What follows belongs to an exercise in optimizing a design on an open flow for small area and a short achievable clock period; a production flow would make more cautious choices.
The RTL was checked by simulation tests, not by an equivalence proof against the original design.
Power figures rest on the tool's default switching activity, not on a simulated workload.

$ cat flow/flow/run.sh
#!/bin/bash
# Own layout flow: the standard ORFS flow (standard.sh), with
#  - adder-cell extraction (ADDER_MAP_FILE) off, so ABC maps all logic,
#  - ABC run with flow/abc.script instead of ORFS's abc_speed/abc_area,
#  - port buffers of a chosen cell, and CTS without dummy loads.
# Each tool's output goes to its own log under orfs/logs; make's output
# goes to flow_make.log.
set -o pipefail
HERE=$(pwd)
source "$HERE/flow/settings.sh"
# ORFS synth.tcl with only the ABC script changed
sed "s#log_cmd abc {\*}\$abc_args#log_cmd abc -script $HERE/flow/abc.script {*}[lrange \$abc_args 2 end]#" \
    "$FLOW_HOME/scripts/synth.tcl" > "$HERE/synth_mod.tcl"
grep -q "flow/abc.script" "$HERE/synth_mod.tcl" || { echo "synth.tcl patch failed"; exit 1; }
# The standard flow's synthesis script, sourcing the patched synth.tcl
sed "s#\$::env(SCRIPTS_DIR)/synth.tcl#$HERE/synth_mod.tcl#" synth_recipe.tcl > "$HERE/my_synth.tcl"
grep -q "synth_mod.tcl" "$HERE/my_synth.tcl" || { echo "synth_recipe.tcl patch failed"; exit 1; }
bash standard.sh SYNTH_SCRIPT="$HERE/my_synth.tcl" ADDER_MAP_FILE= \
    "BUFFER_PORTS_ARGS=$BUFFER_PORTS_ARGS" "CTS_ARGS=$CTS_ARGS" $EXTRA finish > flow_make.log 2>&1
$ cat flow/flow/abc.script
strash
&get -n
&deepsyn -J 200
&if -g -K 6
&synch2
&put
dch
map -B 0.9
topo
stime -c
buffer -c
upsize -c
dnsize -c
$ cat flow/flow/settings.sh
BUFFER_PORTS_ARGS="-buffer_cell sky130_fd_sc_hd__buf_1"
CTS_ARGS="-sink_clustering_enable -repair_clock_nets -dont_use_dummy_load"
EXTRA=""
$ cat flow/standard.sh
#!/bin/bash
# synth_recipe.tcl (not shown) runs the flow's synth.tcl, then flattens the netlist and writes it again
# the make line also repeats each setting of config.mk as NAME=value (left out here)
make -C /OpenROAD-flow-scripts/flow DESIGN_CONFIG=/design/flow/config.mk WORK_HOME=/design/flow/orfs CLKGATE_MAP_FILE= SYNTH_SCRIPT=/design/flow/synth_recipe.tcl "${@:-finish}"
$ cat flow/config.mk
export PLATFORM = sky130hd
export DESIGN_NAME = alu8_top
export DESIGN_NICKNAME = alu8_top
export VERILOG_FILES = /design/flow/design.v
export SDC_FILE = /design/flow/constraint.sdc
export NUM_CORES = 4
export LEC_CHECK = 0
export CAP_MARGIN = 20
export CORE_MARGIN = 2
export CORE_UTILIZATION = 40
export SETUP_SLACK_MARGIN = 3.6
export SLEW_MARGIN = 20
$ cat flow/constraint.sdc
create_clock -name core_clock -period 6.0 [get_ports {clk}]
set_input_delay 1.2000 -clock core_clock [delete_from_list [all_inputs] [get_ports {clk}]]
set_output_delay 1.2000 -clock core_clock [all_outputs]
set_load 0.01 [all_outputs]
$ cat flow/design.v
`timescale 1ns / 1ns
module alu8_top(
    input            clk,
    input      [7:0] regA,
    input      [7:0] regB,
    input      [4:0] opcode,
    input      [7:0] flagsIn,
    output reg [7:0] res,
    output reg [7:0] flagsOut
);
    reg [7:0] regA_q, regB_q, flagsIn_q;
    reg [4:0] opcode_q;
    wire [7:0] res_d, flagsOut_d;
    alu8 u_alu(
        .regA(regA_q),
        .regB(regB_q),
        .opcode(opcode_q),
        .flagsIn(flagsIn_q),
        .res(res_d),
        .flagsOut(flagsOut_d)
    );
    always @(posedge clk) begin
        regA_q    <= regA;
        regB_q    <= regB;
        opcode_q  <= opcode;
        flagsIn_q <= flagsIn;
        res       <= res_d;
        flagsOut  <= flagsOut_d;
    end
endmodule

`timescale 1ns / 1ns
module alu8(
    input [7:0] regA, regB,
    input [4:0] opcode,
    input [7:0] flagsIn,
    output [7:0] res,
    output [7:0] flagsOut
);
    wire [7:0] A = regA;
    wire [7:0] B = regB;
    wire [4:0] op = opcode;
    wire cin = flagsIn[4];
    wire hin = flagsIn[5];
    wire nin = flagsIn[6];
    wire hi0 = ~op[4] & ~op[3];                         
    wire opAdd   = hi0 & ~op[2] & ~op[1];               
    wire opSub   = hi0 & ~op[2] & op[1];                
    wire opCP    = hi0 & op[2] & ~op[1] & ~op[0];       
    wire opAND   = hi0 & op[2] & ~op[1] & op[0];        
    wire opOR    = hi0 & op[2] & op[1] & ~op[0];        
    wire opXOR   = hi0 & op[2] & op[1] & op[0];         
    wire opRot   = ~op[4] & op[3];                      
    wire hi2 = op[4] & ~op[3];                          
    wire opSLA  = hi2 & (op[2:0] == 3'd0);
    wire opSRx  = hi2 & ~op[2] & (op[1] ^ op[0]);       
    wire opSWAP = hi2 & (op[2:0] == 3'd3);
    wire opBIT  = hi2 & (op[2:0] == 3'd4);
    wire opRES  = hi2 & (op[2:0] == 3'd5);
    wire opSET  = hi2 & (op[2:0] == 3'd6);
    wire opCCF  = hi2 & (op[2:0] == 3'd7);
    wire hi3 = op[4] & op[3];                           
    wire opSCF = hi3 & (op[2:0] == 3'd0);
    wire opDAA = hi3 & (op[2:0] == 3'd1);
    wire opCPL = hi3 & (op[2:0] == 3'd2);
    wire opArith = opAdd | opSub | opCP;
    wire sub     = opSub | opCP;
    wire opLeft  = (opRot & ~op[0]) | opSLA;
    wire opRight = (opRot & op[0]) | opSRx;
    wire daaLo = (~nin & A[3] & (A[2] | A[1])) | hin;
    wire [7:0] dOff = {1'b0, cin, cin, 1'b0, 1'b0, daaLo, daaLo, 1'b0} ^ {8{nin}};
    wire [7:0] bsel = 8'b1 << B[2:0];
    wire yB  = opAdd | opAND | opOR | opXOR;            
    wire yNB = sub;                                     
    wire [7:0] Y = ({8{yB}} & B) | ({8{yNB}} & ~B) | {8{opCPL}}
                 | ({8{opDAA}} & dOff) | ({8{opSET}} & bsel) | ({8{opRES}} & ~bsel);
    wire c0 = (opAdd & op[0] & cin) | (opSub & ~(op[0] & cin)) | opCP | (opDAA & nin);
    wire [7:0] g = A & Y;
    wire [7:0] t = A | Y;
    wire [7:0] p = A ^ Y;
    wire g0 = g[0] | (t[0] & c0);
    wire G10 = g[1] | (t[1] & g0);
    wire G32 = g[3] | (t[3] & g[2]), P32 = t[3] & t[2];
    wire G54 = g[5] | (t[5] & g[4]), P54 = t[5] & t[4];
    wire G76 = g[7] | (t[7] & g[6]), P76 = t[7] & t[6];
    wire G20 = g[2] | (t[2] & G10);
    wire G30 = G32 | (P32 & G10);
    wire G64 = g[6] | (t[6] & G54), P64 = t[6] & P54;
    wire G74 = G76 | (P76 & G54), P74 = P76 & P54;
    wire G40 = g[4] | (t[4] & G30);
    wire G50 = G54 | (P54 & G30);
    wire G60 = G64 | (P64 & G30);
    wire G70 = G74 | (P74 & G30);
    wire [8:0] c = {G70, G60, G50, G40, G30, G20, G10, g0, c0};
    wire [7:0] sum = p ^ c[7:0];
    wire sumZ = &(~(p ^ {t[6:0], c0}));
    wire lbit = ~op[4] & (op[2] ? A[7] : cin);
    wire rbit = op[4] ? (~op[1] & A[7]) : (op[2] ? A[0] : cin);
    wire sumEn = opAdd | opSub | opDAA;
    wire [7:0] other =
          ({8{opAND | opRES}} & g)
        | ({8{opOR | opSET}} & t)
        | ({8{opXOR | opCPL}} & p)
        | ({8{opLeft}} & {A[6:0], lbit})
        | ({8{opRight}} & {rbit, A[7:1]})
        | ({8{opSWAP}} & {A[3:0], A[7:4]});
    assign res = ({8{sumEn}} & sum) | other;
    wire bitZ = ~A[B[2:0]];
    wire otherZEn = opAND | opOR | opXOR | (opRot & ~op[1]) | opSLA | opSRx | opSWAP;
    wire fZ = (opArith & sumZ) | (otherZEn & ~|other) | ((opBIT | opDAA) & bitZ);
    wire fN = sub | opCPL | (opDAA & nin);
    wire fH = (opArith & (c[4] ^ sub)) | opAND | opCPL;
    wire fC = (opArith & (c[8] ^ sub)) | (opLeft & A[7]) | (opRight & A[0]) | (opCCF & ~cin) | opSCF | (opDAA & nin);
    assign flagsOut = {fZ, fN, fH, fC, 4'b0};
endmodule
==> results of run 1 <==
routing by layer:
metal	wire, um	GRT usage, %	vias up
met3	421	3.73	12
met1	2980	29.4	1102
met4	130	8.79	0
met5	0	0	-
met2	3080	35.0	77
li1	-	-	1271
worst reg2reg max path: cells and delay by family, from the launching register on:
| kind | cells | cell delay [ps] |
|---|---|---|
| and+or+nand+nor | 13 | 1600 |
| DFF | 1 | 430 |
| buffers and inverters | 1 | 120 |
| AOI/OAI and AO/OA | 1 | 90 |
kinds of logic (layout without fill, tap and decap cells):
logic type / count (synthesis) / count (layout)
and+or+nand+nor: 192 / 193
xor gates and xnor gates: 5 / 5
other: 1 / 4
buffers and inverters: 52 / 92
DFF: 36 / 36
AOI/OAI and AO/OA: 73 / 73
area by class of cell:
type                    instances  area, um^2
repair buffers                 47         221
fillers                       582        2680
inverters                      40         154
multi-input cells             275        1550
clock buffers                   5        68.8
flip-flops and latches         36         746
well taps                      72        90.1
cells in the mapped netlist (2+ instances only):
cell,number,area share (%)
nand2_1,95,16
inv_1,33,5.4
xor2_1,5,1.9
o221ai_1,4,1.5
a31oi_1,5,1.4
clkbuf_2,2,0.44
buf_6,2,0.99
dfxtp_1,36,32
o21ai_0,23,5.0
nor3_1,3,0.66
nand2_2,7,1.9
nand3_2,4,1.8
nand3_1,30,6.6
o21bai_1,2,0.66
o21ai_1,4,0.88
o211ai_1,4,1.3
or2_0,3,0.82
a211oi_1,3,0.99
o22ai_1,5,1.4
nor2_2,5,1.4
a21oi_1,17,3.7
inv_2,7,1.2
or2_1,4,1.1
nor2_1,39,6.4
buf_4,7,2.3
registers in the layout, indices dropped and copies added (netlist names):
signal     cells
res            8
flagsOut       4
regA_q         8
flagsIn_q      3
opcode_q       5
regB_q         8
repair_timing:
action / 4_1_cts / 5_1_grt
endpoints found under the setup margin: 8 / 6
hold buffers: 0 / 0
pin swaps: 1 / 14
endpoints found under the hold margin: 0 / 0
gates resized for setup: 15 / 61
gates cloned: 1 / 0
buffers inserted: 1 / 10
stage by stage:
| step | hold slack (ps) | instances | utilization (%) |
|---|---|---|---|
| 3_3_place_gp | 668 | 458 | 44.1 |
| 6_report | 686 | 475 | 51.4 |
| 5_1_grt | 738 | 475 | 51.4 |
| 4_1_cts | 670 | 465 | 46.3 |
| 3_5_place_dp | 657 | 458 | 44.1 |
| 2_1_floorplan | 527 | 362 | - |
worst max-delay path by stage:
stage | start | to | slack [ps] | depth (start not counted)
floorplan | opcode_q[2] | flagsOut[4] | 3980 | 20
global placement | opcode_q[2] | flagsOut[5] | 3300 | 13
detailed placement | opcode_q[2] | flagsOut[5] | 3250 | 13
CTS | opcode_q[0] | flagsOut[4] | 3600 | 19
global route | opcode_q[2] | flagsOut[7] | 3530 | 15
finish | opcode_q[2] | flagsOut[7] | 3690 | 15
power by group:
group,total [mW],switching (mW),internal [mW]
Combinational,0.179,0.114,0.0652
Sequential,0.276,0.0174,0.259
Clock,0.155,0.0800,0.0748
Total,0.610,0.211,0.399
==> reports/results.ini, run 1 <==
[status]
status=timing/DRC/antenna clean

[min_path]
worstHoldStart=opcode_q[4]
min_path_cells=2
holdPathEnd=flagsOut[5]
min_path_type=reg -> reg

[critical_path]
worstPathRequired_ps=6240
criticalPathCategory=reg -> reg
critPathTopFamily=simple AND/OR/NAND/NOR gates
r2r_setup_slack_ps=3690
regToRegStartpoint=opcode_q[2]
slowest_stage=dfxtp_4
slowest_delay_ps=430
crit_path_cell_trace=nand2_4 > nand2_4 > nor2_4 > buf_6 > or2_1 > nand3_2 > nand4_1 > or2_1 > nand2_2 > o21bai_1 > nor3_1 > nand3_1 > nor2_1 > nor2_1 > nand2_1
reg2reg_to=flagsOut[7]
cp_max_fo=6
r2r_cells=15
cp_num_buf_inv=1
end_kind=flip-flop
cp_data_arrival_time_ps=2540
startpoint_type=flip-flop

[finish]
final_common_cell=nand2_1
final_nets=435
syn2layout_area_growth_pct=23.8
insertedDiodeCount=0
final_cell_mix=nand2_1 (77), buf_1 (36), inv_1 (30)
stdcell_area_mm2=0.00283
drive_above_1_share_pct=22.6

[route]
drt_iter0_markers=149
drc=0
dr.pass1.iters=4
via_count=2462
wire_per_inst_um=13.9
viasPerCell=5.18
routed_wl_um=6610
ant_nets=0

[power]
power_mw=0.610
power_leakage_nw=1.27
vdd_drop_max_v=0.000106
power_density_mw_per_mm2=216

[synthesis]
synth_compound_area_share_pct=19.1
synth.cell_area_mm2=0.00228
synthAdderAreaFrac_pct=0
yosys.area_share.xor_xnor_pct=1.92
async_reset_ff_share_pct=0
ys_seq_area_share_pct=31.6
yosys_warnings=1
synth_simple_gate_area_share_pct=36.8
ys.flop_type=dfxtp_1
avgSynthCellArea_um2=6.36
syn_inst=359
synth_cell_type_count=35
ys_ff_latch=36
synth_edf_count=0
synth_top_family_by_area=simple AND/OR/NAND/NOR gates
muxShareOfSynthArea_pct=0

[floorplan]
rows=27
fp.dieArea_mm2=0.00633
fp.dieW_um=79.6
core_area_mm2=0.00551
io_pins=46
die_y_um=79.6
initial_core_util_pct=41.5

[global_routing]
grt_overflow=0
grtUsageTotal_pct=22.0
grt_pass1_vias=2227
grt_max_degree=12
grt_pass1_wl_um=10700
antenna_found_initial=0

[timing]
fin_worst_skew_ps=10.8
slew_headroom_pct=66.5
min_period_over_period_pct=38.5
setup_viol=0
slew_viol_final=0
worst_pin_slew_ps=502
rsz0062_at_grt=yes
fmax_mhz=433
period_needed_ps=2310
hold_violations=0
worst_slack_ps=3690
fin_tns_setup_ps=0

[clock_network]
clk_latency_ps=290
cts.sinks=36
clock_path_buffers=2
cts_buffers=5
cts_max_level=2
clk_pin_slew_ps=70
cts_tree=done
root_buffer=clkbuf_8

[placement]
numPortBuffers=36
hpwl_um=5040
dpl_cell_area_mm2=0.00243
routabilityCongestion=0.915
dp_slack_ps=3250

[job]
cap_violations=0

==> run 2: changes to the inputs <==
==> flow/flow/abc.script (replaced) <==
strash
&get -n
&st
&if -g -K 6
&synch2
&put
dch
map -B 0.9
topo
stime -c
buffer -c
upsize -c
dnsize -c
==> run 2 against run 1 <==
- via count up 4.8%
- critical endpoint unchanged
- sequential share of layout area grew 0.076 points
- total power down 4.0%
- clock skew grew 6.3 ps
- critical path depth unchanged
- worst setup slack improved by 80 ps
==> reports/results.ini, run 2 <==
[status]
status=timing/DRC/antenna clean

[route]
drt_iter0_markers=255  ; +71%
wire_per_inst_um=13.9  ; about the same
dr.pass1.iters=5  ; +1
viasPerCell=5.25  ; +1.3%
ant_nets=0  ; unchanged
route.met2.wl_um=3070  ; -0.23%
via_count=2579  ; +4.8%
met1Wirelength_um=3090  ; +3.8%
routed_wl_um=6840  ; +3.4%
drc=0  ; unchanged
topRoutingLayerUsed=met4
wl_met3_um=512  ; +22%

[floorplan]
io_pins=46  ; unchanged
rows=28  ; +3.7%
initial_core_util_pct=41.7  ; +0.19 points
die_y_um=82.8  ; +4.0%
fp.dieW_um=82.8  ; +4.0%
fp.dieArea_mm2=0.00685  ; +8.2%
core_area_mm2=0.00596  ; +8.2%

[global_routing]
grtUsageTotal_pct=21.8  ; -0.13 points
grt_pass1_vias=2228  ; +0.045%
grt_pass1_wl_um=11100  ; +3.7%
grt_max_degree=13  ; +1
antenna_found_initial=0  ; unchanged
grt_overflow=0  ; unchanged

[power]
vdd_drop_max_v=0.000132  ; +24%
power_density_mw_per_mm2=210  ; -2.6%
seq_power_share_pct=47.0  ; +1.7 points
p_clk_share_pct=26.1  ; +0.7 points
internal_power_mw=0.386  ; -3.1%
p_sw_mw=0.199  ; -5.6%
swShare_pct=34.0  ; -0.59 points
p_comb_share_pct=26.9  ; -2.4 points
power_leakage_nw=1.28  ; +0.69%

[job]
cap_violations=0  ; unchanged

[critical_path]
startpoint_type=flip-flop
end_kind=flip-flop
cp_max_fo=10  ; +4
criticalPathCategory=reg -> reg
worstPathRequired_ps=6230  ; about the same
cp_data_arrival_time_ps=2460  ; -80 ps

[clock_network]
clk_pin_slew_ps=70  ; about the same
cts_tree=done
cts.sinks=36  ; unchanged
cts_buffers=5  ; unchanged
root_buffer=clkbuf_8
cts_max_level=2  ; unchanged
holdBufCountCts=0  ; unchanged
clock_path_buffers=2  ; unchanged
clk_latency_ps=290  ; about the same

[synthesis]
avgSynthCellArea_um2=6.53  ; +2.7%
ys_ff_latch=36  ; unchanged
synth_top_area_share_pct=29.0  ; -2.5 points
synth_top_area_cell=dfxtp_1
yosysMostFrequentCell=nand2_1
synth_edf_count=0  ; unchanged
yosys_warnings=1  ; unchanged
ys_seq_area_share_pct=29.0  ; -2.5 points
syn_inst=380  ; +5.8%
async_reset_ff_share_pct=0  ; unchanged
synth.area.top_cells=dfxtp_1 (29%), nand2_1 (14%), nand3_1 (6.7%)
ys_top_cells_by_count=nand2_1 (94), nor2_1 (42), inv_1 (39), dfxtp_1 (36), nand3_1 (33)
ys.flop_type=dfxtp_1
synth.cell_area_mm2=0.00248  ; +8.7%
synth_cell_type_count=43  ; +23%

[timing]
fin_worst_skew_ps=17.1  ; +6.32 ps
rsz0062_at_grt=yes
fin_tns_setup_ps=0  ; unchanged
period_needed_ps=2230  ; -80.2 ps
min_period_over_period_pct=37.1  ; -1.3 points
hold_violations=0  ; unchanged
setup_viol=0  ; unchanged
fmax_mhz=449  ; +3.6%
slew_viol_final=0  ; unchanged

[placement]
numPortBuffers=36  ; unchanged
routabilityCongestion=0.917  ; +0.23%
hpwl_um=5470  ; +8.4%
dpl_cell_area_mm2=0.00265  ; +8.9%

[finish]
final_common_cell=nand2_1
final_nets=448  ; +3.0%
insertedDiodeCount=0  ; unchanged
fill_cells=659  ; +13%
drive_above_1_share_pct=14.9  ; -7.7 points
syn2layout_area_growth_pct=12.3
final_cell_mix=nand2_1 (93), nor2_1 (40), inv_1 (39)
reg.largest.list=regA_q (8), regB_q (8), res (8)
fin_util_pct=46.8  ; -4.6 points
stdcell_area_mm2=0.00279  ; -1.5%

[min_path]
min_path_type=reg -> reg

run 2: cell count changes in the layout (fill, tap and decap cells not counted), sizes merged, moves of 4 or more:
cell,change
a31oi,-4
buf,-10
inv,+8
nand2,+8
nand3,+4
nand4,+6
nor2,+4
o22ai,+6
or2,-6
run 2: cell families after synthesis:
logic type	synth area share [%]
AND/OR/NAND/NOR	40.9
buffers and inverters	10.2
other	0.151
XOR/XNOR	2.12
flip-flops	29.0
AO/OA/AOI/OAI	17.6
run 2: final timing paths:
| check | depth (start not counted) | startpoint | to | slack (ps) |
|---|---|---|---|---|
| setup reg to reg | 15 | opcode_q[0] | flagsOut[7] | 3770 |
| hold reg to reg | 3 | opcode_q[1] | flagsOut[5] | 640 |
| hold / removal | 3 | opcode_q[1] | flagsOut[5] | 640 |
| setup / recovery | 15 | opcode_q[0] | flagsOut[7] | 3770 |
run 2: critical path: stages, from the launching register on:
cell     delay [ps]
dfxtp_4         420
inv_2            90
nand2_1         170
nor2_1           70
inv_1           120
nand2_1          90
nor2_1           90
o21ai_1         140
or2_1           310
nand2_2         110
inv_2            50
a21oi_2         140
nand2_1          90
nor2_1          100
nand3_1          90
nand3_1          80
run 2: per-layer routing:
layer	vias to the layer above	track usage (%)
li1	1312	-
met1	1152	29.9
met2	103	34.2
met3	12	4.24
met4	0	7.54
met5	-	0
run 2: what timing repair did:
item / CTS / global route
gates resized for setup: 4 / 16
setup buffers: 0 / 1
setup endpoints to repair: 4 / 7
gates cloned: 0 / 0
pin swaps: 1 / 2
run 2: layout make-up:
class | instances | area [um^2] | share of cell area (%)
clock buffer | 5 | 68.8 | 2.47
inverter | 47 | 179 | 6.42
multi-input combinational | 291 | 1570 | 56.2
sequential | 36 | 737 | 26.4
tap | 75 | 93.8 | 3.37
timing repair buffer | 37 | 143 | 5.12
run 2: stage by stage:
stage	hold slack (ps)	total power, mW	std cells	worst slack [ps]
finish	643	0.585	491	3770
global route	701	0.628	491	3580
CTS	653	0.588	490	3640
detailed placement	720	0.432	485	3570
global placement	725	0.431	485	3550
floorplan	603	0.394	383	4170
run 2: power groups by stage:
stage	Combinational [mW]	Sequential (mW)	Clock, mW
after global routing	0.179	0.278	0.171
final	0.158	0.275	0.153
after floorplan	0.116	0.278	0
after CTS	0.153	0.275	0.160
after global placement	0.151	0.280	0
after detailed placement	0.152	0.280	0
==> run 3: changes to the inputs <==
==> flow/flow/abc.script (replaced) <==
strash
dch
map -B 0.9
topo
stime -c
buffer -c
upsize -c
dnsize -c
--- a/flow/config.mk
+++ b/flow/config.mk
@@ -9,4 +9,5 @@
 export CORE_MARGIN = 2
 export CORE_UTILIZATION = 40
+export GPL_TIMING_DRIVEN = 1
 export SETUP_SLACK_MARGIN = 3.6
 export SLEW_MARGIN = 20
==> run 3 against run 2 <==
- clock power about the same
- core utilization down 0.71 points
- worst setup slack better by 53 ps
- largest cell class unchanged
- highest routed layer unchanged
- critical path depth rose by 1
==> reports/results.ini, run 3 <==
[synthesis]
synth_cell_type_count=32  ; -26%
ys_seq_area_share_pct=29.1  ; about the same
synth_top_area_cell=dfxtp_1
ys.flop_type=dfxtp_1
synth_edf_count=0  ; unchanged
avgSynthCellArea_um2=6.15  ; -5.8%
ys_ff_latch=36  ; unchanged
syn_inst=403  ; +6.1%
synth.cell_area_mm2=0.00248  ; about the same
yosysMostFrequentCell=nand2_1
synth.area.top_cells=dfxtp_1 (29%), nand2_1 (17%), nand3_1 (9.9%)
yosys_warnings=1  ; unchanged
synth_top_area_share_pct=29.1  ; about the same
ys_top_cells_by_count=nand2_1 (111), nand3_1 (49), nor2_1 (43), dfxtp_1 (36), inv_1 (36)
async_reset_ff_share_pct=0  ; unchanged

[placement]
dp_cells=509  ; +4.9%
numPortBuffers=36  ; unchanged
dpl_cell_area_mm2=0.00266  ; +0.47%
hpwl_um=5400  ; -1.3%
routabilityCongestion=0.940  ; +2.5%

[critical_path]
criticalPathCategory=reg -> reg
cp_data_arrival_time_ps=2350  ; -110 ps
reg2reg_to=res[7]
cp_max_fo=6  ; -4
slowest_delay_ps=470  ; +50 ps
regToRegStartpoint=opcode_q[3]
worstPathRequired_ps=6180  ; -50 ps
crit_path_cell_trace=nor2_4 > buf_4 > nand3_2 > nand2_2 > nand2_1 > nand3_1 > nor2_1 > nand2_2 > nand2_1 > inv_2 > nand3_2 > nand2_2 > nand2_1 > nand3_1 > nand3_1 > nand2_1
startpoint_type=flip-flop
slowest_stage=dfxtp_1
r2r_setup_slack_ps=3830  ; +50 ps
end_kind=flip-flop
r2r_cells=16  ; +1
cp_common_cell=nand2_1

[route]
drc=0  ; unchanged
drt_iter0_markers=178  ; -30%
ant_nets=0  ; unchanged
via_count=2703  ; +4.8%
routed_wl_um=6860  ; +0.20%
viasPerCell=5.25  ; about the same
wire_per_inst_um=13.3  ; -4.5%
dr.pass1.iters=5  ; unchanged

[clock_network]
root_buffer=clkbuf_8
cts_max_level=2  ; unchanged
cts_buffers=5  ; unchanged
clock_path_buffers=2  ; unchanged
clk_latency_ps=280  ; about the same
holdBufCountCts=0  ; unchanged
clk_pin_slew_ps=70  ; about the same
cts.sinks=36  ; unchanged
cts_tree=done

[min_path]
min_path_type=reg -> reg
worstHoldStart=regA_q[7]
holdPathEnd=flagsOut[4]
min_path_cells=2  ; -1

[global_routing]
grtUsageTotal_pct=21.5  ; -0.31 points
grt_pass1_vias=2287  ; +2.6%
antenna_found_initial=0  ; unchanged
grt_overflow=0  ; unchanged
grt_pass1_wl_um=11100  ; -0.25%
grt_max_degree=11  ; -2

[finish]
drive_above_1_share_pct=11.8  ; -3.1 points
multi_input_area_mm2=0.00153  ; -2.1%
fill_cells=632  ; -4.1%
final_cells=515  ; +4.9%
final_cell_mix=nand2_1 (111), nand3_1 (49), nor2_1 (43)
stdcell_area_mm2=0.00274  ; -1.5%
seqCellArea_um2=726  ; -1.5%
reg.largest.list=regA_q (8), regB_q (8), res (8)
final_nets=472  ; +5.4%
insertedDiodeCount=0  ; unchanged
final_common_cell=nand2_1
syn2layout_area_growth_pct=10.6

[timing]
fin_tns_setup_ps=0  ; unchanged
min_period_over_period_pct=36.2  ; -0.88 points
fmax_mhz=460  ; +2.4%
holdWs_ps=606  ; -36.9 ps
worst_pin_slew_ps=583
slew_headroom_pct=61.1
rsz0062_at_grt=no
hold_violations=0  ; unchanged
period_needed_ps=2170  ; -52.6 ps
fin_worst_skew_ps=3.12  ; -14.0 ps
slew_viol_final=0  ; unchanged
setup_viol=0  ; unchanged

[floorplan]
die_y_um=82.7  ; about the same
core_area_mm2=0.00596  ; unchanged
initial_core_util_pct=41.6  ; about the same
fp.dieW_um=82.7  ; about the same
io_pins=46  ; unchanged
rows=28  ; unchanged
fp.dieArea_mm2=0.00685  ; about the same

[job]
cap_violations=0  ; unchanged

[power]
power_leakage_nw=1.34  ; +4.7%
power_density_mw_per_mm2=212  ; +1.2%
vdd_drop_max_v=0.0000981  ; -26%
power_mw=0.583  ; -0.39%

[status]
status=timing/DRC/antenna clean

## run 3: cell count changes after synthesis, sizes merged, moves of 2 or more
cell | previous run | this run
a211oi | 2 | 0
nand3b | 1 | 4
nand4 | 7 | 3
a21oi | 15 | 19
nand2 | 110 | 121
nand3 | 38 | 59
buf | 9 | 7
xor2 | 5 | 3
or2 | 1 | 3
o221ai | 2 | 0
o21bai | 3 | 0
## run 3: through the flow
step / utilization (%) / worst slack [ps]
after floorplan: - / 4190
after global placement: 44.6 / 3760
after detailed placement: 44.6 / 3790
after CTS: 45.8 / 3770
after global routing: 46.1 / 3610
final: 46.1 / 3830
## run 3: how the worst max path moves through the flow
stage	from	to	cells past startpoint
floorplan	opcode_q[1]	res[2]	14
global placement	opcode_q[4]	res[7]	13
detailed placement	opcode_q[1]	res[2]	13
CTS	opcode_q[2]	flagsOut[4]	13
global route	opcode_q[3]	flagsOut[7]	16
finish	opcode_q[3]	res[7]	16
## run 3: cell families after synthesis
kind of cell / Yosys count / share of synthesized area [%]
simple gates: 244 / 46.0
other cells: 1 / 0.151
xor+xnor: 3 / 1.06
mux: 1 / 0.404
flops: 36 / 29.1
compound gates: 62 / 13.6
buf+inv: 56 / 9.74
## run 3: layer usage
layer  share of wire (%)  global-route usage [%]
met5                   0                       0
met4                 1.9                    7.05
met2                  46                    35.1
met3                 8.2                    4.24
met1                  44                    28.4
## run 3: power by group
part	switching (mW)	internal (mW)
Combinational	0.103	0.0514
Clock	0.0801	0.0748
Sequential	0.0147	0.259
## run 3: area by class of cell
type,instances,area share (%)
inverters,48,6.57
well taps,75,3.42
flip-flops and latches,36,26.4
repair buffers,37,5.20
multi-input cells,314,55.9
clock buffers,5,2.51
## run 3: what timing repair did
| action | 4_1_cts | 5_1_grt |
|---|---|---|
| endpoints found under the setup margin | 0 | 7 |
| endpoints found under the hold margin | 0 | 0 |
| buffers inserted | 0 | 1 |
| resized for setup | 0 | 5 |
## run 3: worst max-delay path: cells and delay by family, from the launching register on
| kind | cells | cell delay [ps] |
|---|---|---|
| buffers and inverters | 2 | 190 |
| DFF | 1 | 470 |
| and+or+nand+nor | 14 | 1400 |
==> run 4: changes to the inputs <==
==> flow/flow/settings.sh (replaced) <==
BUFFER_PORTS_ARGS="-buffer_cell sky130_fd_sc_hd__buf_1"
CTS_ARGS="-sink_clustering_enable -repair_clock_nets -dont_use_dummy_load"
EXTRA=""
CTS_ARGS="-sink_clustering_enable -repair_clock_nets -dont_use_dummy_load -root_buf sky130_fd_sc_hd__clkbuf_16 -buf_list sky130_fd_sc_hd__clkbuf_16 -sink_clustering_size 50 -sink_clustering_max_diameter 300"
--- a/flow/config.mk
+++ b/flow/config.mk
@@ -9,5 +9,4 @@
 export CORE_MARGIN = 2
 export CORE_UTILIZATION = 40
-export GPL_TIMING_DRIVEN = 1
 export SETUP_SLACK_MARGIN = 3.6
 export SLEW_MARGIN = 20
==> run 4 against run 3 <==
- routed wire length is 0.10% lower
- still clean on timing, DRC and antenna
- cell count unchanged
- first-iteration DRC count rose by 5.1%
- critical path depth is the same
- critical path type unchanged
==> reports/results.ini, run 4 <==
[status]
status=timing/DRC/antenna clean

[critical_path]
reg2reg_to=res[7]
regToRegStartpoint=opcode_q[3]
cp_common_cell=nand2_1
cp_max_fo=6  ; unchanged
cp_data_arrival_time_ps=2360  ; about the same
slowest_delay_ps=480  ; about the same
r2r_setup_slack_ps=3800  ; -20 ps
end_kind=flip-flop
cp.depth=16  ; unchanged
critPathTopFamily=simple AND/OR/NAND/NOR gates
criticalPathCategory=reg -> reg
startpoint_type=flip-flop
crit_path_cell_trace=nor2_4 > buf_4 > nand3_2 > nand2_2 > nand2_1 > nand3_1 > nor2_1 > nand2_2 > nand2_1 > inv_2 > nand3_2 > nand2_2 > nand2_1 > nand3_1 > nand3_1 > nand2_1
cp_num_buf_inv=2  ; unchanged
slowest_stage=dfxtp_1
worstPathRequired_ps=6160  ; -20 ps
crit_start=opcode_q[3]
endpoint=res[7]
r2r_cells=16  ; unchanged

[timing]
fmax_mhz=455  ; -1.1%
worst_pin_slew_ps=585  ; +1.21 ps
worst_slack_ps=3800  ; -23.7 ps
rsz0062_at_grt=no
setup_viol=0  ; unchanged
hold_violations=0  ; unchanged
slew_headroom_pct=61.0  ; -0.081 points
min_period_over_period_pct=36.6  ; +0.39 points
period_needed_ps=2200  ; +23.7 ps
holdWs_ps=605  ; -1.37 ps
fin_worst_skew_ps=2.53  ; -0.587 ps
fin_tns_setup_ps=0  ; unchanged
slew_viol_final=0  ; unchanged

[clock_network]
cts_buffers=5  ; unchanged
cts_tree=done
clk_latency_ps=270  ; about the same
cts.sinks=36  ; unchanged
cts_max_level=2  ; unchanged
holdBufCountCts=0  ; unchanged
root_buffer=clkbuf_16
clk_pin_slew_ps=50  ; -20 ps
clock_path_buffers=2  ; unchanged

[floorplan]
initial_core_util_pct=41.6  ; unchanged
fp.dieArea_mm2=0.00685  ; unchanged
core_area_mm2=0.00596  ; unchanged
rows=28  ; unchanged
fp.dieW_um=82.7  ; unchanged
die_y_um=82.7  ; unchanged
io_pins=46  ; unchanged

[synthesis]
synth_cell_type_count=32  ; unchanged
avgSynthCellArea_um2=6.15  ; unchanged
ys_ff_latch=36  ; unchanged
synth.area.top_cells=dfxtp_1 (29%), nand2_1 (17%), nand3_1 (9.9%)
ys.flop_type=dfxtp_1
syn_inst=403  ; unchanged
ys_top_cells_by_count=nand2_1 (111), nand3_1 (49), nor2_1 (43), dfxtp_1 (36), inv_1 (36)
yosys_warnings=1  ; unchanged
synth.cell_area_mm2=0.00248  ; unchanged
ys_seq_area_share_pct=29.1  ; unchanged
synth_edf_count=0  ; unchanged
synth_top_area_share_pct=29.1  ; unchanged
async_reset_ff_share_pct=0  ; unchanged
yosysMostFrequentCell=nand2_1
synth_top_area_cell=dfxtp_1

[global_routing]
grt_pass1_vias=2292  ; +0.22%
grtUsageTotal_pct=21.6  ; +0.068 points
grt_max_degree=11  ; unchanged
grt_pass1_wl_um=11100  ; about the same
grt_overflow=0  ; unchanged
antenna_found_initial=0  ; unchanged

[power]
p_clk_share_pct=35.1  ; +8.5 points
power_leakage_nw=1.37  ; +1.9%
vdd_drop_max_v=0.000112  ; +15%
p_comb_share_pct=23.5  ; -3.1 points
power_density_mw_per_mm2=236  ; +11%
internal_power_mw=0.457  ; +19%
seq_power_share_pct=41.4  ; -5.5 points
swShare_pct=30.9  ; -3.1 points
p_sw_mw=0.205  ; +3.3%

[route]
drt_iter0_markers=187  ; +5.1%
viasPerCell=5.27  ; +0.33%
drc=0  ; unchanged
wl_met3_um=595  ; +5.9%
wire_per_inst_um=13.3  ; -0.10%
topRoutingLayerUsed=met4
via_count=2712  ; +0.33%
route.met2.wl_um=3080  ; -1.7%
met1Wirelength_um=3010  ; -0.50%
routed_wl_um=6850  ; -0.10%
dr.pass1.iters=6  ; +1
ant_nets=0  ; unchanged

[placement]
routabilityCongestion=0.940  ; unchanged
numPortBuffers=36  ; unchanged
dp_slack_ps=3790  ; unchanged
dp_cells=509  ; unchanged
hpwl_um=5400  ; unchanged

[job]
cap_violations=0  ; unchanged

[finish]
final_nets=472  ; unchanged
final_cell_mix=nand2_1 (110), nand3_1 (49), nor2_1 (43)
reg.largest.list=regA_q (8), regB_q (8), res (8)
drive_above_1_share_pct=11.8  ; unchanged
final_cells=515  ; unchanged
fin_util_pct=47.0  ; +0.97 points
syn2layout_area_growth_pct=13.0
final_common_cell=nand2_1
insertedDiodeCount=0  ; unchanged

[min_path]
worstHoldStart=regA_q[7]
min_path_type=reg -> reg

## run 4: worst reg2reg max path: stages, from the launching register on
cell and delay [ps]:
dfxtp_1 480, nor2_4 100, buf_4 150, nand3_2 110, nand2_2 100, nand2_1 70, nand3_1 100, nor2_1 230
nand2_2 130, nand2_1 100, inv_2 40, nand3_2 90, nand2_2 110, nand2_1 90, nand3_1 60, nand3_1 80
nand2_1 50
## run 4: power by group through the flow
| stage | clock (mW) | sequential (mW) | combinational [mW] |
|---|---|---|---|
| final | 0.233 | 0.274 | 0.155 |
| after detailed placement | 0 | 0.278 | 0.152 |
| after floorplan | 0 | 0.278 | 0.114 |
| after CTS | 0.241 | 0.273 | 0.152 |
| after global routing | 0.249 | 0.277 | 0.176 |
| after global placement | 0 | 0.278 | 0.150 |
## run 4: cells by family (layout without fill, tap and decap cells)
family | Yosys count | after routing | synth area share (%)
flip-flops | 36 | 36 | 29.1
AND/OR/NAND/NOR | 244 | 244 | 46.0
multiplexers | 1 | 1 | 0.404
AO/OA/AOI/OAI | 62 | 62 | 13.6
other | 1 | 4 | 0.151
buffers and inverters | 56 | 90 | 9.74
XOR/XNOR | 3 | 3 | 1.06
## run 4: stage by stage
step	area [um^2]	power [mW]
3_3_place_gp	2660	0.428
3_5_place_dp	2660	0.430
6_report	2800	0.662
4_1_cts	2780	0.666
2_1_floorplan	2490	0.392
5_1_grt	2800	0.701
## run 4: worst min path at each step
stage / cells past startpoint / to
3_5_place_dp: 2 / flagsOut[4]
5_1_grt: 2 / flagsOut[4]
4_1_cts: 2 / flagsOut[4]
6_report: 2 / flagsOut[4]
2_1_floorplan: 2 / flagsOut[4]
3_3_place_gp: 2 / flagsOut[4]
## run 4: layer usage
metal  global-route usage [%]  up-vias
met2                     35.0      139
met4                     7.38        0
li1                         -     1382
met5                        0        -
met3                     4.67       18
met1                     28.3     1173
## run 4: what timing repair did
item | CTS | global route
resized for setup | 0 | 5
setup buffers | 0 | 1
setup endpoints to repair | 0 | 7
## run 4: cell type report
type	instances	area [um^2]
inverters	48	180
flip-flops and latches	36	724
multi-input cells	314	1540
repair buffers	37	143
well taps	75	93.8
fillers	624	3150
clock buffers	5	125
==> run 5: changes to the inputs <==
==> flow/flow/settings.sh (replaced) <==
BUFFER_PORTS_ARGS="-buffer_cell sky130_fd_sc_hd__buf_1"
CTS_ARGS="-sink_clustering_enable -repair_clock_nets -dont_use_dummy_load"
EXTRA=""
--- a/flow/config.mk
+++ b/flow/config.mk
@@ -9,4 +9,4 @@
 export CORE_MARGIN = 2
 export CORE_UTILIZATION = 40
-export SETUP_SLACK_MARGIN = 3.6
+export SETUP_SLACK_MARGIN = 3.7
 export SLEW_MARGIN = 20
==> run 5 against run 4 <==
- largest power group unchanged
- hold slack improved by 1.1 ps
- routed wire length increased by 0.39%
- cell area decreased by 0.13%
- clock skew about the same
- global-route usage decreased by 0.068 points
- via count increased by 0.41%
- critical endpoint is now flagsOut[7]
- largest cell class unchanged
- flip-flop and latch count unchanged
- clock power decreased by 33%
==> reports/results.ini, run 5 <==
[floorplan]
fp.dieArea_mm2=0.00685  ; unchanged
rows=28  ; unchanged
io_pins=46  ; unchanged
initial_core_util_pct=41.6  ; unchanged
die_y_um=82.7  ; unchanged
fp.dieW_um=82.7  ; unchanged
core_area_mm2=0.00596  ; unchanged

[finish]
final_common_cell=nand2_1
syn2layout_area_growth_pct=12.8
insertedDiodeCount=0  ; unchanged
drive_above_1_share_pct=14.2  ; +2.4 points
reg.largest.list=regA_q (8), regB_q (8), res (8)
stdcell_area_mm2=0.00280  ; -0.13%
fill_cells=629  ; +0.80%
final_cell_mix=nand2_1 (108), nand3_1 (49), nor2_1 (41)
final_nets=475  ; +0.64%

[synthesis]
ys.flop_type=dfxtp_1
synth_edf_count=0  ; unchanged
synth_top_area_share_pct=29.1  ; unchanged
synth.area.top_cells=dfxtp_1 (29%), nand2_1 (17%), nand3_1 (9.9%)
synth_top_area_cell=dfxtp_1
async_reset_ff_share_pct=0  ; unchanged
syn_inst=403  ; unchanged
ys_top_cells_by_count=nand2_1 (111), nand3_1 (49), nor2_1 (43), dfxtp_1 (36), inv_1 (36)
ys_seq_area_share_pct=29.1  ; unchanged
yosysMostFrequentCell=nand2_1
ys_ff_latch=36  ; unchanged
synth_cell_type_count=32  ; unchanged
avgSynthCellArea_um2=6.15  ; unchanged
synth.cell_area_mm2=0.00248  ; unchanged
yosys_warnings=1  ; unchanged

[critical_path]
regToRegStartpoint=opcode_q[2]
endpoint=flagsOut[7]
slowest_stage=dfxtp_2
cp_max_fo=8  ; +2
r2r_cells=12  ; -4
end_kind=flip-flop
r2r_setup_slack_ps=3880  ; +80 ps
startpoint_type=flip-flop
cp_common_cell=nand3_1
worstPathRequired_ps=6230  ; +70 ps
slowest_delay_ps=460  ; -20 ps
criticalPathCategory=reg -> reg
crit_start=opcode_q[2]
cp_data_arrival_time_ps=2350  ; about the same
reg2reg_to=flagsOut[7]
crit_path_cell_trace=inv_2 > nand3_1 > o21ai_1 > o21ai_0 > o21ai_0 > a21oi_1 > nand3_1 > nor2_1 > nand2_1 > nor2_1 > nand3_1 > nand3_1

[route]
routed_wl_um=6880  ; +0.39%
via_count=2723  ; +0.41%
drt_iter0_markers=224  ; +20%
dr.pass1.iters=5  ; -1
wire_per_inst_um=13.3  ; -0.19%
drc=0  ; unchanged
viasPerCell=5.26  ; -0.18%
ant_nets=0  ; unchanged

[global_routing]
grt_pass1_wl_um=11100  ; about the same
grt_max_degree=11  ; unchanged
grt_pass1_vias=2287  ; -0.22%
antenna_found_initial=0  ; unchanged
grt_overflow=0  ; unchanged
grtUsageTotal_pct=21.5  ; -0.068 points

[power]
internal_power_mw=0.386  ; -16%
seq_power_share_pct=46.7  ; +5.3 points
swShare_pct=34.0  ; +3.1 points
p_sw_mw=0.199  ; -2.7%
vdd_drop_max_v=0.0000983  ; -13%
p_clk_share_pct=26.4  ; -8.7 points
p_comb_share_pct=26.9  ; +3.4 points
power_density_mw_per_mm2=209  ; -11%
power_leakage_nw=1.36  ; -0.72%

[clock_network]
clk_pin_slew_ps=70  ; +20 ps
cts_max_level=2  ; unchanged
clk_latency_ps=280  ; about the same
cts_tree=done
cts_buffers=5  ; unchanged
clock_path_buffers=2  ; unchanged
root_buffer=clkbuf_8
cts.sinks=36  ; unchanged

[timing]
fin_tns_setup_ps=0  ; unchanged
worst_slack_ps=3880  ; +77.6 ps
slew_headroom_pct=61.1  ; +0.090 points
fin_worst_skew_ps=2.66  ; +0.130 ps
min_period_over_period_pct=35.3  ; -1.3 points
worst_pin_slew_ps=583  ; -1.35 ps
rsz0062_at_grt=yes
period_needed_ps=2120  ; -77.6 ps
fmax_mhz=472  ; +3.7%
slew_viol_final=0  ; unchanged
hold_violations=0  ; unchanged
setup_viol=0  ; unchanged

[placement]
numPortBuffers=36  ; unchanged
dp_slack_ps=3790  ; unchanged
dpl_cell_area_mm2=0.00266  ; unchanged
routabilityCongestion=0.940  ; unchanged
hpwl_um=5400  ; unchanged

[status]
status=timing/DRC/antenna clean

[job]
cap_violations=0  ; unchanged

[min_path]
worstHoldStart=regA_q[7]
min_path_type=reg -> reg

run 5: changes by cell type in the layout (fill, tap and decap cells not counted), sizes merged:
cell and delta:
buf +3
run 5: cell families after synthesis:
kind of cell | after synthesis | synth area share (%)
and+or+nand+nor | 244 | 46.0
AOI/OAI and AO/OA | 62 | 13.6
buffers and inverters | 56 | 9.74
DFF | 36 | 29.1
xor gates and xnor gates | 3 | 1.06
muxes | 1 | 0.404
other | 1 | 0.151
run 5: power by group through the flow:
stage / clock network, mW / registers [mW] / logic [mW]
3_3_place_gp: 0 / 0.278 / 0.150
5_1_grt: 0.170 / 0.277 / 0.178
3_5_place_dp: 0 / 0.278 / 0.152
6_report: 0.155 / 0.273 / 0.157
4_1_cts: 0.162 / 0.272 / 0.152
2_1_floorplan: 0 / 0.278 / 0.114
run 5: area by class of cell:
| cell class | instances | area [um^2] | share of cell area (%) |
|---|---|---|---|
| Sequential cell | 36 | 732 | 26.2 |
| Timing Repair Buffer | 40 | 165 | 5.90 |
| Multi-Input combinational cell | 314 | 1560 | 55.7 |
| Tap cell | 75 | 93.8 | 3.35 |
| Clock buffer | 5 | 68.8 | 2.46 |
| Inverter | 48 | 180 | 6.44 |
run 5: worst min path at each step:
stage / to / slack [ps] / cells after the start
after CTS: flagsOut[4] / 600 / 2
after global routing: flagsOut[4] / 620 / 2
after detailed placement: flagsOut[4] / 590 / 2
final: flagsOut[4] / 610 / 2
after global placement: flagsOut[4] / 590 / 2
after floorplan: flagsOut[4] / 500 / 2
run 5: per-layer routing:
metal	GRT usage (%)	wire length, um
met5	0	0
met4	7.05	144
met3	4.24	566
met2	35.1	3170
met1	28.4	3000
run 5: worst max-delay path, delay by kind of cell, from the launching register on:
family          cells  cell delay [ps]
compound gates      4              670
buf+inv             1              110
flops               1              460
simple gates        7              820
run 5: repair_timing:
item,4_1_cts,5_1_grt
endpoints found under the setup margin,0,10
endpoints found under the hold margin,0,0
resized for setup,0,16
setup buffers,0,4
hold buffers,0,0
run 5: metrics by stage:
step | cells | total power [mW] | utilization (%) | hold slack (ps)
final | 518 | 0.585 | 47.0 | 606
after global routing | 518 | 0.624 | 47.0 | 618
after floorplan | 406 | 0.392 | - | 501
after detailed placement | 509 | 0.430 | 44.6 | 589
after global placement | 509 | 0.428 | 44.6 | 589
after CTS | 514 | 0.586 | 45.8 | 604
==> run 6: changes to the inputs <==
--- a/flow/config.mk
+++ b/flow/config.mk
@@ -9,4 +9,4 @@
 export CORE_MARGIN = 2
 export CORE_UTILIZATION = 40
-export SETUP_SLACK_MARGIN = 3.7
+export SETUP_SLACK_MARGIN = 3.5
 export SLEW_MARGIN = 20
==> run 6 against run 5 <==
- count of clock-buffer cells in the layout stayed put
- worst setup slack lost 150 ps
- cell area down 2.5%
- still clean
- highest routed layer unchanged
- critical path type unchanged
- largest power group unchanged
- core utilization shrank 1.2 points
- synthesized area stayed put
==> reports/results.ini, run 6 <==
[global_routing]
grt_pass1_wl_um=11100  ; unchanged
grt_overflow=0  ; unchanged
grtUsageTotal_pct=21.5  ; unchanged
antenna_found_initial=0  ; unchanged
grt_pass1_vias=2287  ; unchanged
grt_max_degree=11  ; unchanged

[floorplan]
io_pins=46  ; unchanged
initial_core_util_pct=41.6  ; unchanged
fp.dieW_um=82.7  ; unchanged
fp.dieArea_mm2=0.00685  ; unchanged
core_area_mm2=0.00596  ; unchanged
rows=28  ; unchanged
die_y_um=82.7  ; unchanged

[finish]
fill_cells=633  ; +0.64%
final_common_cell=nand2_1
final_nets=471  ; -0.84%
reg.largest.list=regA_q (8), regB_q (8), res (8)
final_cell_mix=nand2_1 (111), nand3_1 (49), nor2_1 (43)
seqCellArea_um2=721  ; -1.5%
fin_util_pct=45.8  ; -1.2 points
syn2layout_area_growth_pct=9.99
drive_above_1_share_pct=10.5  ; -3.7 points
insertedDiodeCount=0  ; unchanged
final_cells=514  ; -0.77%
multi_input_area_mm2=0.00153  ; -1.8%

[critical_path]
criticalPathCategory=reg -> reg
crit_path_cell_trace=nor2_4 > nand3_2 > nand2_4 > inv_2 > nor2_1 > nor2_1 > nand2_2 > nand2_2 > nand3_1 > nand3_2 > nand2_2 > nand2_1 > nand2_1 > nand2_1 > nand3_1 > nand2_1
cp_common_cell=nand2_1
end_kind=flip-flop
regToRegStartpoint=opcode_q[4]
cp_num_buf_inv=1  ; unchanged
cp_data_arrival_time_ps=2440  ; +90 ps
r2r_setup_slack_ps=3730  ; -150 ps
cp_max_fo=9  ; +1
worstPathRequired_ps=6170  ; -60 ps
slowest_delay_ps=420  ; -40 ps
crit_start=opcode_q[4]
slowest_stage=dfxtp_1
startpoint_type=flip-flop
critPathTopFamily=simple AND/OR/NAND/NOR gates

[route]
viasPerCell=5.27  ; +0.22%
topRoutingLayerUsed=met4
dr.pass1.iters=5  ; unchanged
routed_wl_um=6850  ; -0.36%
via_count=2708  ; -0.55%
wire_per_inst_um=13.3  ; +0.41%
ant_nets=0  ; unchanged
drt_iter0_markers=234  ; +4.5%
drc=0  ; unchanged
met1Wirelength_um=2970  ; -0.97%
route.met2.wl_um=3110  ; -1.8%
wl_met3_um=616  ; +8.8%

[power]
power_density_mw_per_mm2=213  ; +1.9%
power_leakage_nw=1.34  ; -1.6%
power_mw=0.581  ; -0.69%
vdd_drop_max_v=0.0000977  ; -0.61%

[timing]
slew_headroom_pct=59.2  ; -1.9 points
setup_viol=0  ; unchanged
worst_pin_slew_ps=612  ; +28.9 ps
fin_tns_setup_ps=0  ; unchanged
period_needed_ps=2270  ; +149 ps
min_period_over_period_pct=37.8  ; +2.5 points
slew_viol_final=0  ; unchanged
hold_violations=0  ; unchanged
fmax_mhz=441  ; -6.5%
rsz0062_at_grt=no
fin_worst_skew_ps=1.62  ; -1.05 ps

[clock_network]
cts_tree=done
cts_resized=0  ; unchanged
cts.sinks=36  ; unchanged
postCtsSetupBuffers=0  ; unchanged
clk_pin_slew_ps=70  ; about the same
root_buffer=clkbuf_8
cts_max_level=2  ; unchanged
clk_latency_ps=280  ; about the same
holdBufCountCts=0  ; unchanged
clock_path_buffers=2  ; unchanged
cts_buffers=5  ; unchanged

[synthesis]
yosys.area_share.xor_xnor_pct=1.06  ; unchanged
yosysMostFrequentCell=nand2_1
avgSynthCellArea_um2=6.15  ; unchanged
synth_top_area_share_pct=29.1  ; unchanged
ys_top_cells_by_count=nand2_1 (111), nand3_1 (49), nor2_1 (43), dfxtp_1 (36), inv_1 (36)
synthAdderAreaFrac_pct=0  ; unchanged
muxShareOfSynthArea_pct=0.404  ; unchanged
yosys_warnings=1  ; unchanged
ys_ff_latch=36  ; unchanged
synth.area.top_cells=dfxtp_1 (29%), nand2_1 (17%), nand3_1 (9.9%)
synth_edf_count=0  ; unchanged
synth_cell_type_count=32  ; unchanged
syn_inst=403  ; unchanged
synth.cell_area_mm2=0.00248  ; unchanged
synth_top_family_by_area=simple AND/OR/NAND/NOR gates
ys.flop_type=dfxtp_1
ys_seq_area_share_pct=29.1  ; unchanged
synth_top_area_cell=dfxtp_1
synth_compound_area_share_pct=13.6  ; unchanged
synth_simple_gate_area_share_pct=46.0  ; unchanged
async_reset_ff_share_pct=0  ; unchanged

[placement]
hpwl_um=5400  ; unchanged
dp_cells=509  ; unchanged
routabilityCongestion=0.940  ; unchanged
numPortBuffers=36  ; unchanged

[min_path]
min_path_type=reg -> reg
worstHoldStart=regA_q[7]

[status]
status=timing/DRC/antenna clean

[job]
cap_violations=0  ; unchanged

[run 6: cell count changes in the layout (fill, tap and decap cells not counted), moves of 2 or more]
cell     change
buf_4        -4
dfxtp_1      +7
nand2_2      -3
dfxtp_2      -6
nor2_1       +2
nand2_1      +3
[run 6: per-stage QoR]
stage / cell area (um^2) / hold slack [ps] / setup WS [ps]
4_1_cts: 2730 / 604 / 3770
6_report: 2730 / 613 / 3730
5_1_grt: 2730 / 618 / 3510
2_1_floorplan: 2490 / 501 / 4190
3_3_place_gp: 2660 / 589 / 3760
3_5_place_dp: 2660 / 589 / 3790
[run 6: cell type report]
| type | instances | area share [%] |
|---|---|---|
| flip-flops and latches | 36 | 26.4 |
| multi-input cells | 314 | 56.1 |
| repair buffers | 36 | 4.95 |
| clock buffers | 5 | 2.52 |
| well taps | 75 | 3.44 |
| inverters | 48 | 6.61 |
[run 6: logic make-up (layout without fill, tap and decap cells)]
kind of cell | after synthesis | count (layout)
mux | 1 | 1
compound gates | 62 | 62
simple gates | 244 | 244
xor+xnor | 3 | 3
other cells | 1 | 4
flops | 36 | 36
buf+inv | 56 | 89
[run 6: layer usage]
metal | vias up | track usage, %
li1 | 1383 | -
met1 | 1165 | 28.4
met2 | 144 | 35.1
met3 | 16 | 4.24
met4 | 0 | 7.05
met5 | - | 0
[run 6: report_power, final]
part | internal [mW] | switching [mW] | leakage, nW
logic | 0.0508 | 0.103 | 1.00
registers | 0.258 | 0.0144 | 0.302
clock network | 0.0748 | 0.0793 | 0.0359
[run 6: final timing paths]
path,endpoint,cells after the start
setup / recovery,res[7],16
hold / removal,flagsOut[4],2
setup reg to reg,res[7],16
hold reg to reg,flagsOut[4],2
[run 6: worst min-delay path, delay by kind of cell, from the launching register on]
family,cells,cell delay [ps]
AOI/OAI and AO/OA,1,120
and+or+nand+nor,1,60
DFF,1,410
==> run 7: changes to the inputs <==
==> flow/flow/abc.script (replaced) <==
strash
dch -f
map -B 0.9
topo
stime -c
buffer -c
upsize -c
dnsize -c
--- a/flow/config.mk
+++ b/flow/config.mk
@@ -9,4 +9,4 @@
 export CORE_MARGIN = 2
 export CORE_UTILIZATION = 40
-export SETUP_SLACK_MARGIN = 3.5
+export SETUP_SLACK_MARGIN = 3.8
 export SLEW_MARGIN = 20
==> run 7 against run 6 <==
- fmax increased by 4.8%
- die area decreased by 1.7%
- flip-flop and latch count unchanged
- via count increased by 4.7%
- synthesized area decreased by 1.8%
- hold slack improved by 54 ps
- highest routed layer unchanged
- cell count increased by 2.7%
- combinational power increased by 17%
- cell area increased by 13%
- largest cell class unchanged
==> reports/results.ini, run 7 <==
[critical_path]
crit_path_cell_trace=clkinvlp_4 > nand3_1 > nor2_2 > nand2_1 > nand2_1 > nor2_4 > nand3_2 > nand2_1 > inv_1 > a21oi_2 > nand3_1 > nand3_1 > nand2_1
r2r_cells=13  ; -3
cp_data_arrival_time_ps=2340  ; -100 ps
critPathTopFamily=simple AND/OR/NAND/NOR gates
reg2reg_to=flagsOut[4]
regToRegStartpoint=opcode_q[2]
cp_num_buf_inv=2  ; +1
cp_max_fo=7  ; -2
slowest_delay_ps=440  ; +20 ps
criticalPathCategory=reg -> reg
r2r_setup_slack_ps=3840  ; +100 ps
end_kind=flip-flop
worstPathRequired_ps=6180  ; about the same
cp_common_cell=nand2_1
startpoint_type=flip-flop
slowest_stage=dfxtp_4

[timing]
fin_tns_setup_ps=0  ; unchanged
min_period_over_period_pct=36.1  ; -1.7 points
fin_worst_skew_ps=12.8  ; +11.2 ps
worst_pin_slew_ps=597  ; -15.1 ps
rsz0062_at_grt=yes
slew_viol_final=0  ; unchanged
hold_violations=0  ; unchanged
slew_headroom_pct=60.0  ; +0.79 points
setup_viol=0  ; unchanged
fmax_mhz=462  ; +4.8%
holdWs_ps=667  ; +53.9 ps
period_needed_ps=2160  ; -105 ps

[clock_network]
clk_pin_slew_ps=70  ; about the same
clock_path_buffers=2  ; unchanged
cts_max_level=2  ; unchanged
root_buffer=clkbuf_8
clk_latency_ps=290  ; about the same
cts_tree=done
holdBufCountCts=0  ; unchanged
cts.sinks=36  ; unchanged
cts_buffers=5  ; unchanged

[placement]
routabilityCongestion=0.922  ; -1.9%
dpl_cell_area_mm2=0.00263  ; -1.3%
hpwl_um=5310  ; -1.6%
numPortBuffers=36  ; unchanged

[power]
swShare_pct=35.0  ; +1.1 points
internal_power_mw=0.395  ; +3.0%
p_clk_share_pct=25.5  ; -1.0 points
seq_power_share_pct=44.9  ; -2.0 points
power_mw=0.608  ; +4.7%
p_sw_mw=0.213  ; +8.0%
power_leakage_nw=1.46  ; +9.2%
p_comb_share_pct=29.6  ; +3.1 points
vdd_drop_max_v=0.000112  ; +15%
power_density_mw_per_mm2=197  ; -7.6%

[synthesis]
avgSynthCellArea_um2=6.07  ; -1.3%
synth_top_area_share_pct=29.6  ; +0.54 points
synth_edf_count=0  ; unchanged
synth_cell_type_count=31  ; -3.1%
synth_top_area_cell=dfxtp_1
async_reset_ff_share_pct=0  ; unchanged
ys.flop_type=dfxtp_1
ys_top_cells_by_count=nand2_1 (123), nand3_1 (53), nor2_1 (42), dfxtp_1 (36), inv_1 (32)
synth.cell_area_mm2=0.00243  ; -1.8%
ys_seq_area_share_pct=29.6  ; +0.54 points
synth.area.top_cells=dfxtp_1 (30%), nand2_1 (19%), nand3_1 (11%)
ys_ff_latch=36  ; unchanged
yosys_warnings=1  ; unchanged
yosysMostFrequentCell=nand2_1
syn_inst=401  ; -0.50%

[floorplan]
rows=28  ; unchanged
fp.dieArea_mm2=0.00673  ; -1.7%
die_y_um=82.0  ; -0.87%
io_pins=46  ; unchanged
fp.dieW_um=82.0  ; -0.87%
initial_core_util_pct=41.4  ; -0.27 points
core_area_mm2=0.00589  ; -1.2%

[route]
via_count=2836  ; +4.7%
route.met2.wl_um=3380  ; +8.7%
ant_nets=0  ; unchanged
viasPerCell=5.37  ; +1.9%
dr.pass1.iters=5  ; unchanged
wl_met3_um=453  ; -26%
wire_per_inst_um=13.7  ; +3.1%
met1Wirelength_um=3240  ; +9.1%
drc=0  ; unchanged
drt_iter0_markers=193  ; -18%
routed_wl_um=7260  ; +6.0%
topRoutingLayerUsed=met4

[global_routing]
grtUsageTotal_pct=21.6  ; +0.12 points
grt_overflow=0  ; unchanged
grt_max_degree=13  ; +2
antenna_found_initial=0  ; unchanged
grt_pass1_vias=2334  ; +2.1%
grt_pass1_wl_um=11000  ; -0.94%

[finish]
fin_util_pct=52.5  ; +6.7 points
reg.largest.list=regA_q (8), regB_q (8), res (8)
final_common_cell=nand2_1
fill_cells=615  ; -2.8%
final_cell_mix=nand2_1 (114), nand3_1 (44), buf_1 (36)
stdcell_area_mm2=0.00309  ; +13%
syn2layout_area_growth_pct=26.9
drive_above_1_share_pct=22.1  ; +12 points
final_nets=485  ; +3.0%
insertedDiodeCount=0  ; unchanged

[status]
status=timing/DRC/antenna clean

[min_path]
worstHoldStart=regA_q[0]
min_path_cells=2  ; unchanged
holdPathEnd=flagsOut[4]
min_path_type=reg -> reg

[job]
cap_violations=0  ; unchanged

-- run 7: changes by cell type in the layout (fill, tap and decap cells not counted), moves of 4 or more --
| cell | delta |
|---|---|
| a21oi_1 | -7 |
| buf_4 | +15 |
| dfxtp_1 | -5 |
| dfxtp_4 | +4 |
| inv_1 | -6 |
| inv_2 | -4 |
| nand3_1 | -5 |
| nand3_4 | +6 |
| nor2_1 | -11 |
| nor2_2 | +5 |
| nor2_4 | +6 |
| o21ai_1 | -9 |
| o21ai_2 | +6 |
-- run 7: kinds of logic after synthesis --
| kind of cell | Yosys count | share of synthesized area [%] |
|---|---|---|
| xor+xnor | 4 | 1.44 |
| compound gates | 62 | 14.3 |
| flops | 36 | 29.6 |
| other cells | 1 | 0.154 |
| buf+inv | 48 | 8.38 |
| mux | 1 | 0.411 |
| simple gates | 249 | 45.7 |
-- run 7: final cells by class --
cell class	count	area, um^2	share of cell area (%)
Multi-Input combinational cell	320	1780	57.6
Inverter	41	163	5.27
Clock buffer	5	68.8	2.23
Tap cell	75	93.8	3.04
Sequential cell	36	737	23.9
Timing Repair Buffer	51	248	8.02
-- run 7: per-stage QoR --
step / cells / worst slack (ps)
detailed placement: 508 / 3620
global placement: 508 / 3600
floorplan: 404 / 4150
CTS: 514 / 3810
global route: 528 / 3680
finish: 528 / 3840
-- run 7: repair_timing --
action                     CTS  global route
cloned                       0             0
buffers inserted             1            14
resized for setup            9            66
pin swaps                    1            15
setup endpoints to repair    9            10
-- run 7: worst max-delay path by stage --
| stage | startpoint | endpoint | slack [ps] | cells after the start |
|---|---|---|---|---|
| after global placement | opcode_q[2] | flagsOut[4] | 3600 | 15 |
| after floorplan | opcode_q[4] | flagsOut[4] | 4150 | 17 |
| after CTS | opcode_q[2] | flagsOut[4] | 3810 | 15 |
| after global routing | opcode_q[2] | flagsOut[7] | 3680 | 13 |
| after detailed placement | opcode_q[2] | flagsOut[4] | 3620 | 15 |
| final | opcode_q[2] | flagsOut[4] | 3840 | 13 |
-- run 7: per-layer routing --
layer	track usage (%)	vias up
li1	-	1424
met1	28.9	1267
met2	34.0	124
met3	4.84	21
met4	8.00	0
met5	0	-
-- run 7: power groups by stage --
stage | sequential [mW] | combinational (mW) | clock [mW]
final | 0.273 | 0.180 | 0.155
after global routing | 0.275 | 0.201 | 0.173
after CTS | 0.272 | 0.151 | 0.160
after detailed placement | 0.277 | 0.150 | 0
after global placement | 0.277 | 0.148 | 0
after floorplan | 0.278 | 0.110 | 0
-- run 7: worst reg2reg max path, cell delays in order (launching register included) --
cell and delay, ps:
dfxtp_4 440, clkinvlp_4 230, nand3_1 140, nor2_2 60
nand2_1 50, nand2_1 130, nor2_4 220, nand3_2 160
nand2_1 130, inv_1 60, a21oi_2 140, nand3_1 90
nand3_1 130, nand2_1 70
==> run 8: changes to the inputs <==
==> flow/flow/abc.script (replaced) <==
strash
&get -n
&deepsyn -J 200
&put
dch
map -B 0.9
topo
stime -c
buffer -c
upsize -c
dnsize -c
==> run 8 against run 7 <==
- still clean
- register-to-register slack worse by 330 ps
- non-clock buffer count is 23 higher
- synthesized cell count is 17% lower
- total power is 5.6% higher
- core utilization is 4.4 points higher
- synthesized area is 7.8% lower
- first-iteration DRC count is 33% lower
- clock skew is 4.0 ps lower
- critical path depth is 10 higher
- die area is 7.4% lower
- critical path type unchanged
- highest routed layer unchanged
==> reports/results.ini, run 8 <==
[status]
status=timing/DRC/antenna clean

[route]
via_count=2475  ; -13%
met1Wirelength_um=2840  ; -12%
wire_per_inst_um=13.8  ; +0.22%
dr.pass1.iters=5  ; unchanged
drc=0  ; unchanged
viasPerCell=5.18  ; -3.6%
drt_iter0_markers=130  ; -33%
routed_wl_um=6590  ; -9.3%
ant_nets=0  ; unchanged
topRoutingLayerUsed=met4
wl_met3_um=458  ; +1.1%

[floorplan]
rows=27  ; -3.6%
io_pins=46  ; unchanged
initial_core_util_pct=41.0  ; -0.35 points
fp.dieArea_mm2=0.00623  ; -7.4%
die_y_um=78.9  ; -3.8%

[timing]
fmax_mhz=400  ; -13%
worst_pin_slew_ps=694  ; +96.5 ps
fin_tns_setup_ps=0  ; unchanged
setup_viol=0  ; unchanged
worst_slack_ps=3500  ; -333 ps
slew_viol_final=0  ; unchanged
fin_worst_skew_ps=8.81  ; -4.02 ps
holdWs_ps=694  ; +27.0 ps
hold_violations=0  ; unchanged
period_needed_ps=2500  ; +333 ps

[global_routing]
grt_max_degree=11  ; -2
grt_overflow=0  ; unchanged
antenna_found_initial=0  ; unchanged
grt_pass1_wl_um=10500  ; -4.6%
grtUsageTotal_pct=21.7  ; +0.079 points

[synthesis]
ys.flop_type=dfxtp_1
synth_top_area_share_pct=32.1  ; +2.5 points
syn_inst=332  ; -17%
yosysMostFrequentCell=nand2_1
synth.cell_area_mm2=0.00224  ; -7.8%
ys_seq_area_share_pct=32.1  ; +2.5 points
synth_cell_type_count=42  ; +35%

[power]
power_leakage_nw=1.45  ; -0.64%
power_density_mw_per_mm2=206  ; +4.8%
power_mw=0.643  ; +5.6%
vdd_drop_max_v=0.000110  ; -2.1%

[critical_path]
regToRegStartpoint=opcode_q[3]
end_kind=flip-flop
r2r_cells=23  ; +10
startpoint_type=flip-flop
criticalPathCategory=reg -> reg
r2r_setup_slack_ps=3500  ; -330 ps
reg2reg_to=res[7]
cp_data_arrival_time_ps=2720  ; +380 ps
worstPathRequired_ps=6230  ; +50 ps

[finish]
multi_input_area_mm2=0.00158  ; -11%
drive_above_1_share_pct=33.7  ; +12 points
syn2layout_area_growth_pct=38.7
final_cell_mix=nand2_1 (61), inv_1 (36), buf_1 (36)
seqCellArea_um2=743  ; +0.85%
fill_cells=536  ; -13%
insertedDiodeCount=0  ; unchanged

[clock_network]
cts.sinks=36  ; unchanged
cts_buffers=5  ; unchanged
cts_tree=done
cts_max_level=2  ; unchanged
clock_path_buffers=2  ; unchanged
clk_latency_ps=290  ; about the same

[placement]
numPortBuffers=36  ; unchanged
dp_slack_ps=3190  ; -429 ps

[min_path]
min_path_cells=2  ; unchanged
holdPathEnd=res[0]
min_path_type=reg -> reg

[job]
cap_violations=0  ; unchanged

[run 8: changes by cell type after synthesis, moves of 7 or more]
cell	change
nand2_2	+7
o22ai_1	-7
nand2_1	-40
nand3_1	-36
inv_1	+10
nor2_1	-16
[run 8: final cells by class]
type | instances | share of cell area [%]
tap | 72 | 2.89
timing repair buffer | 74 | 14.3
inverter | 47 | 6.11
multi-input combinational | 244 | 50.7
sequential | 36 | 23.9
clock buffer | 5 | 2.21
[run 8: what timing repair did]
item                                    4_1_cts  5_1_grt
buffers inserted                             27       11
gates cloned                                  1        0
resized for setup                            53       36
endpoints found under the setup margin        9        9
hold buffers                                  0        0
pin swaps                                    22       20
[run 8: power breakdown]
part           switching [mW]  internal (mW)  total (mW)  leakage (nW)
clock network          0.0782         0.0747       0.153        0.0359
registers              0.0176          0.259       0.276         0.304
logic                   0.124         0.0893       0.213          1.11
total                   0.220          0.423       0.643          1.45
[run 8: worst max-delay path by stage]
| stage | start | endpoint | slack [ps] |
|---|---|---|---|
| after floorplan | opcode_q[4] | flagsOut[4] | 3770 |
| after global placement | opcode_q[2] | flagsOut[4] | 3230 |
| after detailed placement | opcode_q[2] | flagsOut[4] | 3190 |
| after CTS | opcode_q[1] | flagsOut[4] | 3590 |
| after global routing | opcode_q[3] | flagsOut[4] | 3300 |
| final | opcode_q[3] | res[7] | 3500 |
[run 8: kinds of logic (layout without fill, tap and decap cells)]
kind of cell	after synthesis	after routing	share of synthesized area, %
flops	36	36	32.1
xor+xnor	1	1	0.390
other cells	1	4	0.167
simple gates	170	171	36.8
buf+inv	56	126	11.6
compound gates	68	68	19.0
[run 8: routing by layer]
| layer | GRT usage (%) | vias up |
|---|---|---|
| met4 | 11.6 | 0 |
| li1 | - | 1252 |
| met5 | 0 | - |
| met2 | 36.8 | 106 |
| met3 | 3.98 | 25 |
| met1 | 26.1 | 1092 |
[run 8: critical path, stage by stage, from the launching register on]
cell and delay [ps]:
dfxtp_4 390, inv_6 90, nand2_4 60, nor2_4 190, nand2_8 100, nand2_8 100, nand2_8 70, nand2_4 70
nand4_1 180, nand3_4 150, nand3_4 100, nand3_4 80, nand3_4 80, nand2_4 70, nand2_2 50, nand2_2 70
nand2_2 60, nand2_2 70, nand2_2 60, nand2_2 60, buf_4 110, buf_6 80, nand2_1 40, o21ai_1 130
[run 8: stage by stage]
step / std cells / util [%] / cell area (um^2)
2_1_floorplan: 335 / - / 2310
3_3_place_gp: 434 / 44.7 / 2450
3_5_place_dp: 434 / 44.7 / 2450
4_1_cts: 467 / 53.2 / 2910
5_1_grt: 478 / 56.9 / 3110
6_report: 478 / 56.9 / 3110

Setup slack of run 8, layout unchanged: 3.502 ns with ideal ports, 3.502 ns with driving cells assumed (clock clkbuf_16, inputs buf_2), 3.502 ns with port delays also shifted by the 0.315 ns mid clock arrival.
